Background: an optimization exercise with open tools, aiming at small area, a short achievable clock period and few clock cycles. Do not read the settings as production practice. Function was checked by simulation only, so behaviour that the tests miss may differ from the original. Power and IR drop assume default switching activity.

**flow/design.v**
```verilog
module ALU(
    input [31:0] Src_A,
    input [31:0] Src_B,
    input [1:0] ALUControl,
    output reg [31:0] ALUResult,
    output [3:0] ALUFlags
    );
    wire N, Z, C, V;
    reg Cout;
    always @(*) begin
        Cout = 1'b0;
        case(ALUControl)
            2'b00:  {Cout, ALUResult} = Src_A + Src_B;
            2'b01:  {Cout, ALUResult} = Src_A + ~Src_B + 1'b1;
            2'b10:  ALUResult = Src_A & Src_B;
            2'b11:  ALUResult = Src_A | Src_B;
            default: ALUResult = 32'd0;
        endcase
    end 
    assign N = ALUResult[31];
    assign Z = ~(|ALUResult);
    assign C = (~ALUControl[1]) & (Cout); 
    assign V =  (~ALUControl[1]) & (Src_A[31] ^ ALUResult[31]) & ~(Src_A[31]^Src_B[31]^ALUControl[0]);
    assign ALUFlags = {N, Z, C, V};
endmodule
module Shifter(
    input [1:0] Sh, 
    input [4:0] Shamt5,
    input [31:0] ShIn,
    output reg [31:0] ShOut
    );
        wire [31:0] ShOutLSL;
        wire [31:0] ShOutLSR;
        wire [31:0] ShOutASR;
        wire [31:0] ShOutROR;
        wire [31:0] ShOutA_LSL;
        wire [31:0] ShOutB_LSL;
        wire [31:0] ShOutC_LSL;
        wire [31:0] ShOutD_LSL;
        wire [31:0] ShOutA_LSR;
        wire [31:0] ShOutB_LSR;
        wire [31:0] ShOutC_LSR;
        wire [31:0] ShOutD_LSR;
        wire [31:0] ShOutA_ASR;
        wire [31:0] ShOutB_ASR;
        wire [31:0] ShOutC_ASR;
        wire [31:0] ShOutD_ASR;
        wire [31:0] ShOutA_ROR;
        wire [31:0] ShOutB_ROR;
        wire [31:0] ShOutC_ROR;
        wire [31:0] ShOutD_ROR;    
        assign ShOutA_LSL = (~Shamt5[4])?(ShIn):({ShIn[15:0],16'b0});
        assign ShOutB_LSL = (~Shamt5[3])?(ShOutA_LSL):({ShOutA_LSL[23:0],8'b0});
        assign ShOutC_LSL = (~Shamt5[2])?(ShOutB_LSL):({ShOutB_LSL[27:0],4'b0});
        assign ShOutD_LSL = (~Shamt5[1])?(ShOutC_LSL):({ShOutC_LSL[29:0],2'b0});
        assign ShOutLSL = (~Shamt5[0])?(ShOutD_LSL):({ShOutD_LSL[30:0],1'b0});
        assign ShOutA_LSR = (~Shamt5[4])?(ShIn):({16'b0,ShIn[31:16]});
        assign ShOutB_LSR = (~Shamt5[3])?(ShOutA_LSR):({8'b0,ShOutA_LSR[31:8]});
        assign ShOutC_LSR = (~Shamt5[2])?(ShOutB_LSR):({4'b0,ShOutB_LSR[31:4]});
        assign ShOutD_LSR = (~Shamt5[1])?(ShOutC_LSR):({2'b0,ShOutC_LSR[31:2]});
        assign ShOutLSR = (~Shamt5[0])?(ShOutD_LSR):({1'b0,ShOutD_LSR[31:1]});
        assign ShOutA_ASR = (~Shamt5[4])?(ShIn):({{16{ShIn[31]}},ShIn[31:16]});
        assign ShOutB_ASR = (~Shamt5[3])?(ShOutA_ASR):({{8{ShIn[31]}},ShOutA_ASR[31:8]});
        assign ShOutC_ASR = (~Shamt5[2])?(ShOutB_ASR):({{4{ShIn[31]}},ShOutB_ASR[31:4]});
        assign ShOutD_ASR = (~Shamt5[1])?(ShOutC_ASR):({{2{ShIn[31]}},ShOutC_ASR[31:2]});
        assign ShOutASR = (~Shamt5[0])?(ShOutD_ASR):({{ShIn[31]},ShOutD_ASR[31:1]});
        assign ShOutA_ROR = (~Shamt5[4])?(ShIn):({ShIn[15:0],ShIn[31:16]});
        assign ShOutB_ROR = (~Shamt5[3])?(ShOutA_ROR):({ShOutA_ROR[7:0],ShOutA_ROR[31:8]});
        assign ShOutC_ROR = (~Shamt5[2])?(ShOutB_ROR):({ShOutB_ROR[3:0],ShOutB_ROR[31:4]});
        assign ShOutD_ROR = (~Shamt5[1])?(ShOutC_ROR):({ShOutC_ROR[1:0],ShOutC_ROR[31:2]});
        assign ShOutROR = (~Shamt5[0])?(ShOutD_ROR):({ShOutD_ROR[0],ShOutD_ROR[31:1]});    
        always@(*)begin
            case(Sh)
                2'b00: ShOut = ShOutLSL;
                2'b01: ShOut = ShOutLSR;
                2'b10: ShOut = ShOutASR;
                2'b11: ShOut = ShOutROR;
                default: ShOut = ShOutLSL;
            endcase
        end
endmodule 
module Extend(
    input [1:0] ImmSrc,
    input [23:0] InstrImm,
    output reg [31:0] ExtImm
    );  
     always@(*)begin
        case(ImmSrc)
            2'b00:  ExtImm = {24'b0,InstrImm[7:0]};
            2'b01:  ExtImm = {20'b0,InstrImm[11:0]};
            2'b10:  ExtImm = {{6{InstrImm[23]}},InstrImm[23:0],2'b0};
            default:  ExtImm = {24'b0,InstrImm[7:0]};
        endcase
    end
endmodule
module RegisterFile(
    input CLK,
    input WE3,  
    input [3:0] A1, 
    input [3:0] A2, 
    input [3:0] A3, 
    input [31:0] WD3, 
    input [31:0] R15, 
    output [31:0] RD1, 
    output [31:0] RD2 
    );
    reg [31:0] RegBank[0:14] ;
    assign RD1 = (A1== 4'd15)? R15:RegBank[A1];
    assign RD2 = (A2== 4'd15) ? R15: RegBank[A2];
    always@(posedge CLK)begin
        if(WE3)begin
            RegBank[A3] <= WD3;
        end
    end
endmodule
module ProgramCounter(
    input CLK,
    input Reset,
    input PCSrc,
    input [31:0] Result,
    input Busy,
    output reg [31:0] PC,
    output [31:0] PC_Plus_4
); 
always @(posedge CLK or posedge Reset)begin
    if(Reset)begin
        PC <= 32'b0;
    end
    else begin
       if(Busy)begin
        PC <= PC;
       end
       else if( PCSrc )begin
            PC <= Result;  
        end
        else         begin            PC <= PC_Plus_4;        end
    end
end
assign PC_Plus_4 = PC + 32'd4;
endmodule
module CondLogic(
    input CLK,
    input PCS,
    input RegW,
    input MemW,
    input [1:0] FlagW,
    input [3:0] Cond,
    input [3:0] ALUFlags, 
    input NoWrite,  
    output PCSrc,
    output RegWrite,
    output MemWrite,
    output reg CondEx
    ); 
    reg N, Z, C, V;
assign PCSrc = PCS & CondEx;
assign RegWrite = RegW & CondEx & ~NoWrite;
assign MemWrite = MemW & CondEx;
always @(posedge CLK) begin
    if(FlagW[1] & CondEx) {N, Z} <= ALUFlags[3:2];
    if(FlagW[0] & CondEx) {C, V} <= ALUFlags[1:0];
    else begin
        N <= N;
        Z <= Z;
        C <= C;
        V <= V;
    end
end
    always@(*)begin
        case(Cond)
            4'b0000: CondEx = Z;
            4'b0001: CondEx = ~Z;
            4'b0010: CondEx = C;
            4'b0011: CondEx = ~C;
            4'b0100: CondEx = N;
            4'b0101: CondEx = ~N;
            4'b0110: CondEx = V;
            4'b0111: CondEx = ~V;
            4'b1000: CondEx = (~Z)&C;
            4'b1001: CondEx = Z | (~C);
            4'b1010: CondEx = ~(N^V);
            4'b1011: CondEx = N^V;
            4'b1100: CondEx = (~Z)&(~(N^V));
            4'b1101: CondEx = Z | (N^V);
            4'b1110: CondEx = 1'b1;
            default: CondEx = 1'b1; 
        endcase
    end    
endmodule
module Decoder(
    input [31:0] Instr,
	input CondEx, 
    output PCS,
    output reg RegW, 
    output reg MemW, 
    output reg MemtoReg,
    output reg ALUSrc,
    output reg [1:0] ImmSrc,
    output reg [2:0] RegSrc,
    output reg [1:0] ALUControl,
    output reg [1:0] FlagW,
    output reg NoWrite,
    output reg M_Start,
    output reg MCycleOp,
    output reg Mwrite
    ); 
    reg [1:0] ALUOp; 
    reg Branch;
    wire [1:0] op = Instr[27:26];
    wire funct_I = Instr[25];
    wire [3:0] funct_cmd = Instr[24:21];
    wire funct_S = Instr[20];
    wire funct_U = Instr[23];
    assign PCS = ((Instr[15:12] == 4'd15)&RegW)|Branch;
    always@(*)   begin
        M_Start = 1'b0; MCycleOp = 1'b0; Mwrite = 1'b0;
        casex({op, funct_I, funct_U, funct_S})
            5'b00_0_x_x:begin     
               if( Instr[7:4]==4'b1001 && Instr[24:21] == 4'b0000)begin 
                   Branch = 1'b0;
                   MemtoReg = 1'b0;
                   MemW = 1'b0;
                   ALUSrc = 1'b0;
                   ImmSrc = 2'bxx;
                   RegW = 1'b1;
                   RegSrc[1:0] = 2'b00;
                   RegSrc[2] = CondEx;
                   M_Start = CondEx;
                   ALUOp = 2'b00;   
                   MCycleOp = 1'b0;
                   Mwrite = 1'b1;
               end
               else      begin  
                Branch = 1'b0;
                MemtoReg = 1'b0;
                MemW = 1'b0;
                ALUSrc = 1'b0;
                ImmSrc = 2'bxx;
                RegW = 1'b1;
                RegSrc = 3'b000;
                ALUOp = 2'b11;
                M_Start = 1'b0;
                MCycleOp = 1'b0;
                Mwrite = 1'b0;                
                end
        end
            5'b00_1_x_x:    begin             
            Branch = 1'b0;
            MemtoReg = 1'b0;
            MemW = 1'b0;
            ALUSrc = 1'b1;
            ImmSrc = 2'b00;
            RegW = 1'b1;
            RegSrc = 3'b0x0;
            ALUOp = 2'b11;
            M_Start = 1'b0;
            MCycleOp = 1'b0;
            Mwrite = 1'b0;   
            end
            5'b01_x_0_0:   begin 
            Branch = 1'b0;
            MemtoReg = 1'bx;
            MemW = 1'b1;
            ALUSrc = 1'b1;
            ImmSrc = 2'b01;
            RegW = 1'b0;
            RegSrc = 3'b010;
            ALUOp = 2'b01;
            M_Start = 1'b0;
            MCycleOp = 1'b0;
            Mwrite = 1'b0;   
            end
            5'b01_x_1_0:  begin 
            Branch = 1'b0;
            MemtoReg = 1'bx;
            MemW = 1'b1;
            ALUSrc = 1'b1;
            ImmSrc = 2'b01;
            RegW = 1'b0;
            RegSrc = 3'b010;
            ALUOp = 2'b00;
            M_Start = 1'b0;
            MCycleOp = 1'b0;
            Mwrite = 1'b0;   
            end
            5'b01_x_0_1:     begin 
             Branch = 1'b0;
             MemtoReg = 1'b1;
             MemW = 1'b0;
             ALUSrc = 1'b1;
             ImmSrc = 2'b01;
             RegW = 1'b1;
             RegSrc = 3'b0x0;
             ALUOp = 2'b01;
             M_Start = 1'b0;
             MCycleOp = 1'b0;
             Mwrite = 1'b0;   
            end
            5'b01_x_1_1:   
            begin
                    if(Instr[25:20] == 6'b111111 && Instr[7:4] == 4'b1111)begin 
                                Branch = 1'b0;
                                MemtoReg = 1'b1;
                                MemW = 1'b0;
                                ALUSrc = 1'b1;
                                ImmSrc = 2'b01;
                                RegW = 1'b1;
                                ALUOp = 2'b00;  
                                RegSrc[1:0] = 2'bx0;
                                RegSrc[2] = CondEx;
                                M_Start = CondEx;
                                ALUOp = 2'b00;   
                                MCycleOp = 1'b1;
                                Mwrite = 1'b1;
                     end
                     else         begin 
                    Branch = 1'b0;
                    MemtoReg = 1'b1;
                    MemW = 1'b0;
                    ALUSrc = 1'b1;
                    ImmSrc = 2'b01;
                    RegW = 1'b1;
                    RegSrc = 3'b0x0;
                    ALUOp = 2'b00;
                     M_Start = 1'b0;
                    MCycleOp = 1'b0;
                    Mwrite = 1'b0;  
                    end
              end
            5'b10_x_xx:    {Branch, MemtoReg, MemW, ALUSrc, ImmSrc, RegW, RegSrc, ALUOp,M_Start, MCycleOp,Mwrite}   = 15'b1_0_0_1_10_0_0x1_00_0_0_0;
            default:    {Branch, MemtoReg, MemW, ALUSrc, ImmSrc, RegW, RegSrc, ALUOp}   = 15'b0000xx100011000;
        endcase
    end
        always @(*) begin
            casex({ALUOp, funct_cmd, funct_S})
                7'b00_xxxx_x: {ALUControl, FlagW, NoWrite} = 5'b00_00_0;
                7'b01_xxxx_x: {ALUControl, FlagW, NoWrite} = 5'b01_00_0;
                7'b11_0100_0: {ALUControl, FlagW, NoWrite} = 5'b00_00_0;
                7'b11_0100_1: {ALUControl, FlagW, NoWrite} = 5'b00_11_0;
                7'b11_0010_0: {ALUControl, FlagW, NoWrite} = 5'b01_00_0;
                7'b11_0010_1: {ALUControl, FlagW, NoWrite} = 5'b01_11_0;
                7'b11_0000_0: {ALUControl, FlagW, NoWrite} = 5'b10_00_0;
                7'b11_0000_1: {ALUControl, FlagW, NoWrite} = 5'b10_10_0;
                7'b11_1100_0: {ALUControl, FlagW, NoWrite} = 5'b11_00_0;
                7'b11_1100_1: {ALUControl, FlagW, NoWrite} = 5'b11_10_0;
                7'b11_1010_1: {ALUControl, FlagW, NoWrite} = 5'b01_11_1;
                7'b11_1011_1: {ALUControl, FlagW, NoWrite} = 5'b00_11_1;
                default:   {ALUControl, FlagW, NoWrite} = 5'b11111;
            endcase
        end
endmodule
module ControlUnit(
    input [31:0] Instr,
    input [3:0] ALUFlags,
    input CLK,
    output MemtoReg,
    output MemWrite,
    output ALUSrc,
    output [1:0] ImmSrc,
    output RegWrite,
    output [2:0] RegSrc,
    output [1:0] ALUControl,	
    output PCSrc,
    output M_Start,
    output MCycleOp,
    output Mwrite
    ); 
    wire NoWrite;    
    wire [3:0] Cond;
    wire PCS, RegW, MemW;
    wire [1:0] FlagW;
    wire CondEx;
    assign Cond=Instr[31:28];
    CondLogic CondLogic1(
     CLK,
     PCS,
     RegW,
     MemW,
     FlagW,
     Cond,
     ALUFlags,
     NoWrite,
     PCSrc,
     RegWrite,
     MemWrite,
     CondEx
    );
    Decoder Decoder1(
     Instr,
      CondEx,
     PCS,
     RegW,
     MemW,
     MemtoReg,
     ALUSrc,
     ImmSrc,
     RegSrc,
     ALUControl,
     FlagW,
     NoWrite,
     M_Start,
     MCycleOp,
     Mwrite
    );
endmodule
module MCycle
  #(parameter width = 32)  
   (
     input CLK,    
     input RESET,  
     input Start,  
     input MCycleOp,  
     input [width-1:0] Operand1,  
     input [width-1:0] Operand2,  
     output [width-1:0] Result,   
     output reg Busy,  
     output reg done 
   );
  localparam IDLE = 1'b0;
  localparam COMPUTING = 1'b1;
  reg state, n_state;
  always @(posedge CLK or posedge RESET)
  begin
    if(RESET)
      state <= IDLE;
    else
      state <= n_state;
  end
  always @(*)
  begin
    case(state)
      IDLE:
      begin
        if(Start)
        begin
          n_state = COMPUTING;
          Busy = 1'b1;
        end
        else
        begin
          n_state = IDLE;
          Busy = 1'b0;
        end
      end
      COMPUTING:
      begin
        if(~done)
        begin
          n_state = COMPUTING ;
          Busy = 1'b1 ;
        end
        else
        begin
          n_state = IDLE;
          Busy = 1'b0;
        end
      end
    endcase
  end
  reg [5:0] count;  
  reg [2*width-1:0] temp_sum;
  reg [2*width-1:0] shifted_op1;
   wire signed [2*width:0] Remainder;   
   assign Remainder = $signed({{1'b0},temp_sum}) - $signed({{1'b0},shifted_op1}); 
  always@(posedge CLK or posedge RESET)
  begin: COMPUTING_PROCESS  
    if( RESET ) 
    begin
      count <= 0 ;
      temp_sum <= 0 ; 
      shifted_op1 <= 0 ;
      done <= 0;
    end
    else if(state == IDLE)
    begin
      if(n_state == COMPUTING)
      begin
        count <= 0 ;
        temp_sum <= {{width{1'b0}},Operand1} ; 
        shifted_op1 <= {  Operand2, {width{1'b0}} } ; 
        done <= 0;
      end
      else begin 
        count <= count ;
        temp_sum <= temp_sum ;
        shifted_op1 <= shifted_op1;
        done <= done;      
      end
    end
    else if(n_state == COMPUTING)
    begin
      if( ~MCycleOp )
      begin  
        if(count == width-1)
        begin  
          done <= 1'b1 ;
          count <= 0;
        end
        else
        begin
          done <= 1'b0;
          count <= count + 1;
        end
        if(temp_sum[0])begin  
            temp_sum <= (shifted_op1 + temp_sum)>>1;
        end
        else begin 
            temp_sum <= temp_sum>>1;
        end
      end
      else
      begin  
        if(count == width) 
        begin  
          done <= 1'b1 ;
          count <= 0;
        end
        else
        begin
          done <= 1'b0;
          count <= count + 1;
        end
        if(Remainder[2*width])begin  
            temp_sum <= temp_sum <<1;
        end
        else begin
            temp_sum <= {Remainder[2*width-2:0],1'b1}; 
        end
      end
    end
  end
  assign Result = temp_sum[width-1:0];
endmodule
module ARM(
    input CLK,
    input Reset,
    input [31:0] Instr,
    input [31:0] ReadData,
    output MemWrite,
    output [31:0] PC,
    output [31:0] ALUResult,
    output [31:0] WriteData
); 
    wire PCSrc;
    wire [31:0] Result, PC_Plus_4;
    wire Busy;
    ProgramCounter u_ProgramCounter(
    	.CLK       (CLK       ),
        .Reset     (Reset     ),
        .PCSrc     (PCSrc     ),
        .Result    (Result    ),
        .Busy(Busy),
        .PC        (PC        ),
        .PC_Plus_4 (PC_Plus_4 )
    );
    wire [3:0] ALUFlags;
    wire MemtoReg;
    wire ALUSrc;
    wire [1:0] ImmSrc;
    wire RegWrite;
    wire [2:0] RegSrc;
    wire [1:0] ALUControl;
    wire M_Start;
    wire MCycleOp;
    wire Mwrite;
    wire [31:0] M_result;
    wire done; 
    ControlUnit u_ControlUnit(
    	.Instr      (Instr      ),
        .ALUFlags   (ALUFlags   ),
        .CLK        (CLK        ),
        .MemtoReg   (MemtoReg   ),
        .MemWrite   (MemWrite   ),
        .ALUSrc     (ALUSrc     ),
        .ImmSrc     (ImmSrc     ),
        .RegWrite   (RegWrite   ),
        .RegSrc     (RegSrc     ),
        .ALUControl (ALUControl ),
        .PCSrc      (PCSrc      ),
        .M_Start(M_Start),
        .MCycleOp(MCycleOp),
        .Mwrite(Mwrite)
    );
    wire [31:0] Src_A, Src_B, RD2,RD1;
    wire [3:0] RA1;   assign RA1 = (RegSrc[2])?(Instr[11:8]):((RegSrc[0])?(4'd15):(Instr[19:16]));
    wire [3:0] RA2;   assign RA2 = (RegSrc[2])?(Instr[3:0]):((RegSrc[1])?(Instr[15:12]):(Instr[3:0]));
    wire [3:0] RA3;   assign RA3 = (RegSrc[2])?(Instr[19:16]):(Instr[15:12]);
    wire [31:0] PC_Plus_8;
    assign PC_Plus_8 = PC_Plus_4 + 32'd4;
    RegisterFile u_RegisterFile(
    	.CLK (CLK ),
        .WE3 (RegWrite & (~Busy) ), 
        .A1  (RA1  ),
        .A2  (RA2  ),
        .A3  (RA3  ),
        .WD3 (Result ),
        .R15 ( PC_Plus_8),
        .RD1 (RD1),
        .RD2 (RD2 )
    );
    assign WriteData = RD2;
    wire [31:0] ExtImm;
    wire [31:0] shift_output;
    assign Src_B = (ALUSrc) ? (ExtImm ): (shift_output);
    assign Src_A= RD1;
    Shifter u_Shifter(
    	.Sh     (Instr[6:5] ),
        .Shamt5 (Instr[11:7] ),
        .ShIn   (RD2   ),
        .ShOut  (shift_output )
    );
    Extend u_Extend(
    	.ImmSrc   (ImmSrc   ),
        .InstrImm (Instr[23:0] ),
        .ExtImm   (ExtImm   )
    );
    ALU u_ALU(
    	.Src_A      (Src_A      ),
        .Src_B      (Src_B      ),
        .ALUControl (ALUControl ),
        .ALUResult  (ALUResult  ),
        .ALUFlags   (ALUFlags   )
    );
    assign Result = (RegSrc[2])?(M_result):((MemtoReg)?(ReadData):(ALUResult)); 
        MCycle     #(.width(32))    u_MCycle(
         .CLK(CLK),    
         .RESET(Reset),  
         .Start(M_Start),  
         .MCycleOp(MCycleOp),  
         .Operand1(RD1),  
         .Operand2(RD2),  
         .Result(M_result),   
         .Busy(Busy)
    );
endmodule
```
**flow/constraint.sdc**
```tcl
create_clock -name core_clock -period 14.0 [get_ports {CLK}]
set_input_delay 2.8000 -clock core_clock [delete_from_list [all_inputs] [get_ports {CLK}]]
set_output_delay 2.8000 -clock core_clock [all_outputs]
set_load 0.01 [all_outputs]
```
**flow/run.sh**
```bash
#!/bin/bash
# synth_recipe.tcl (not shown) runs the flow's synth.tcl, then flattens the netlist and writes it again
# the make line also repeats each setting of config.mk as NAME=value (left out here)
make -C /OpenROAD-flow-scripts/flow DESIGN_CONFIG=/design/flow/config.mk WORK_HOME=/design/flow/orfs CLKGATE_MAP_FILE= SYNTH_SCRIPT=/design/flow/synth_recipe.tcl finish
```
**flow/config.mk**
```make
export PLATFORM = sky130hd
export DESIGN_NAME = ARM
export DESIGN_NICKNAME = ARM
export VERILOG_FILES = /design/flow/design.v
export SDC_FILE = /design/flow/constraint.sdc
export NUM_CORES = 4
export LEC_CHECK = 0
export CAP_MARGIN = 20
export CORE_MARGIN = 2
export CORE_UTILIZATION = 35
export SETUP_SLACK_MARGIN = 0.8
export SLEW_MARGIN = 20
```
==> run notes <==
* Status: timing/DRC/antenna clean
* Vert. Die Dim: 384 um
* Cell area after synthesis: 50,500 um2
- Hold is met by 489 ps.
* Critical Setup Path Class: in2out
* Total of warnings raised by yosys: 8
- Switch Pwr: about 0.0037 W
* Leak pwr: 25.9 nW
- The worst setup path is launched from an input pin.
* Min-Delay Path Class: reg2reg
* Combinational group share of total power: 0.483
* Gr usage total: 0.377
* I/O pin total: 163
- The largest individual stage delay along the critical path comes from the cell sky130_fd_sc_hd__mux4_2.
* Ys async rst share: 0.219
* Slowest Stage Delay on Critical Path: 570 ps
- CP most frequent cell: sky130_fd_sc_hd__buf_4
* Port Buffers: 162
- Final Max Slew Viols: 0
- Internal power of the cells: slightly above 0.005 W
- Clk Tree Root Cell: sky130_fd_sc_hd__clkbuf_16
- Power spread over the standard cell area amounts to 134 nW/um2.
- Number of violations of the max-capacitance limit: 0
* Grt ovf: 0
- EDFF count, synth: slightly below 500
- The routed design has roughly 290,000 um of wire.
- Number of DRC markers in iteration 0: 7,828
* Die footprint: 147,000 um2
- Net total in the final layout: 6,978
- CTS saw 620 sinks.
- Peak fanout along the critical path: 7
- The count of nets left with antenna violations once routing finished came out at 0.
* Total setup violations reported at the end of the flow: 0
- The area growth from synthesis to layout is 30.6%.
- Fraction of final layout cells with drive strength greater than 1: 0.248
- Number of nets in the synthesized netlist: slightly above 6k
- Dominant synthesized flop cell: sky130_fd_sc_hd__edfxtp_1
- Number of vias per cell: roughly 6.5
- Max transition margin: 0.190
- Of the total power, the share spent switching nets is 0.424.
- Initial standard-cell utilization of the core: 0.352
- Clock-pin slew was measured on the worst setup and hold paths at around 50 ps.
* Vias in the first global route: about 53k
- The first detailed-routing pass took 6 iterations.
* Average routed wire per standard cell: 33.1 um
- Between clock sinks in the finished design, the worst skew comes to 88.6 ps.
* TritonCTS Buffers: 75
* Data arrival at the endpoint of the critical path: 10,350 ps
- The final hold violation count was 0.
- Die X: 384 um
- HPWL after detailed placement: 215,000 um
- Number of distinct library cells after synthesis: 126
- Of the total power, registers draw 0.275.
- Routability-driven placement finished with a final weighted congestion of 1.07.
* Commonest non-fill, non-tap cell in the layout: sky130_fd_sc_hd__buf_4
- Subtracting the final worst setup slack from the clock period gives 13,150 ps.
* Pin count of the biggest net entering global routing: 76
* Data required time at the worst endpoint: ~11,000 ps
- Slew at the pin closest to its max-slew limit: 1210 ps
- The library cells used most frequently in the layout, excluding fill and tap cells, are sky130_fd_sc_hd__buf_4 (977), sky130_fd_sc_hd__nand2_1 (814), sky130_fd_sc_hd__edfxtp_1 (484), sky130_fd_sc_hd__nor2_1 (386), sky130_fd_sc_hd__a21oi_1 (369).
- Detailed-route via count: 56.5k
- At the later pin of the worst-skew pair, clock insertion delay measures 750 ps.
* H-tree level count: 3
- The initial antenna violation count is 18.
- Part of the power in the clock network: 0.242
- The floorplan has about 140 rows.
- TritonCTS clock tree: yes
* Final Cycle Share: 0.939
- Setup repair after global routing missed its margin: yes
* Number of fillers in the final layout: between 10k and 15k
- The first global-routing pass estimated approximately 400,000 um of wire.
* CTS Buffer Depth: 3
- In this run, synthesis produced a sequential element count of 620.
- A synthesized cell averages 8.54 um2.
* Endpoint class of the critical path: primary output
- The core region is approximately 140,000 um2.
- Part of the Yosys area used for sequential elements: 0.355
- Maximum ir drop on the vdd rail: 300 uV
* Total design power: 0.00883 W
- Count of mapped cells out of synthesis: approximately 5.9k
* Upper clock frequency limit: 76.0 MHz
* Number of remaining DRC errors: 0
[per-layer routing]
metal,up-vias,global-route usage,routed length (um)
li1,24100,-,-
met1,27800,0.483,111000
met2,3702,0.571,123000
met3,876,0.0853,30900
met4,16,0.241,22700
met5,-,0,95
[critical path: cells and delay by family]
| family | cells | cell delay [ps] |
|---|---|---|
| and+or+nand+nor | 7 | 1650 |
| AOI/OAI and AO/OA | 12 | 2200 |
| buffers and inverters | 15 | 2730 |
| adders and majority gates | 1 | 360 |
| muxes | 1 | 570 |
[cells in the mapped netlist, drive strengths merged (39+ instances only)]
cell      n  area (um2)
nor3    151         800
xnor2    74         656
a311oi   67         587
o211ai   74         561
a211oi  241        1830
a221oi   49         442
nand2b   48         300
a21oi   388        1960
o22ai    40         263
nand4    63         437
a31o     39         342
buf     164         851
clkbuf  316        1190
o31ai    57         433
a31oi   121         791
nor2    420        1580
ha      166        2080
a221o    39         392
nor4     44         370
edfxtp  484       14500
mux2i   206        2080
dfrtp   136        3400
nand2   822        3090
and3    101         638
o21ai   383        1920
mux2     57         642
or3      48         310
a32oi    49         437
nand3   131         666
a21o     43         323
inv     251         942
[final timing paths]
check | from | endpoint | slack [ps] | cells after the start
min | u_MCycle.shifted_op1[63]$_DFFE_PP0P_ | u_MCycle.shifted_op1[63]$_DFFE_PP0P_ | 490 | 2
max reg2reg | u_ProgramCounter.PC[3]$_DFFE_PP0N_ | u_ControlUnit.CondLogic1.Z$_DFFE_PP_ | 3030 | 33
min reg2reg | u_MCycle.shifted_op1[63]$_DFFE_PP0P_ | u_MCycle.shifted_op1[63]$_DFFE_PP0P_ | 490 | 2
max in group asynchronous | Reset | u_MCycle.temp_sum[0]$_DFFE_PP0P_ | 10250 | 3
max | Instr[20] | ALUResult[19] | 850 | 36
min in group asynchronous | Reset | u_ProgramCounter.PC[24]$_DFFE_PP0N_ | 2520 | 2
[repair_timing]
action | CTS | global route
setup buffers | 25 | 36
cloned | 2 | 5
pin swaps | 36 | 69
endpoints found under the setup margin | 29 | 26
gates resized for setup | 156 | 187
hold buffers | 0 | 0
[cell type report]
cell class                      instances  area, um2  share of cell area
Multi-Input combinational cell       4564      31400               0.476
Timing Repair Buffer                 1228      10700               0.162
Inverter                              253        955              0.0145
Antenna cell                            5       12.5            0.000190
Tap cell                             1903       2380              0.0361
Clock buffer                           91       1970              0.0298
Clock inverter                         45        692              0.0105
Sequential cell                       620      17900               0.272
[registers in the layout (all words and copies together), names as in the netlist]
register	cells
u_MCycle.done	1
u_ControlUnit.CondLogic1.Z	1
u_ProgramCounter.PC	32
u_MCycle.shifted_op1	32
u_ControlUnit.CondLogic1.N	1
u_RegisterFile.RegBank	480
u_ControlUnit.CondLogic1.C	1
u_ControlUnit.CondLogic1.V	1
u_MCycle.count	6
u_MCycle.state	1
u_MCycle.temp_sum	64
[logic make-up (layout without fill, tap and decap cells)]
logic type      after synthesis  in the layout  synth area share
compound gates             1994           1995             0.274
xor+xnor                    111            111            0.0197
fa+ha+maj                   170            170            0.0427
buf+inv                     733           1617            0.0591
flops                       620            620             0.355
mux                         280            280            0.0615
other cells                   0              5                 0
simple gates               2008           2008             0.188
[metrics by stage]
step	util	setup slack, ps	std cells	TNS [ps]	instance area (um2)
2_1_floorplan	-	1700	5916	0	50500
4_1_cts	0.451	811	8663	0	64700
5_1_grt	0.460	669	8706	0	66000
3_5_place_dp	0.426	-730	8500	-5850	61200
3_3_place_gp	0.426	-734	8500	-5860	61100
6_report	0.460	849	8709	0	66000
[power groups by stage]
stage	registers (W)	clock network (W)	logic, W
3_3_place_gp	0.00245	0	0.00395
6_report	0.00243	0.00214	0.00426
5_1_grt	0.00245	0.00222	0.00446
4_1_cts	0.00242	0.00216	0.00406
3_5_place_dp	0.00246	0	0.00396
2_1_floorplan	0.00237	0	0.00204
Testbench counts, summed over its fixed seeds: cycles 44,737.

port drivers added, routing unchanged:
How much do the figures lean on ideal ports? The routed layout below was timed once more, with nothing changed but the port constraints.
Step 1 (the two cells are an assumption about what drives the block):
set clk [get_ports {CLK}]
set_driving_cell -lib_cell sky130_fd_sc_hd__clkbuf_16 $clk
set_driving_cell -lib_cell sky130_fd_sc_hd__buf_2 [delete_from_list [all_inputs] $clk]
Step 2 times the ports against the registers' clock, not the clock port: input delays grow and output delays shrink by t, the midpoint of the rising clock arrivals with the driver on.
Slacks: ideal ports / drivers / drivers and shift; pairs: ideal ports / drivers.
t, ns: 0.782
setup WS [ns]: 0.849 / 0.822 / 0.822
hold slack, ns: 0.489 / 0.489 / 0.489
worst setup path after step 2: input to output
After both steps this run still meets setup and hold. The setup slack of this run moves by -0.027 ns with the drivers and by -0.027 ns with both steps.
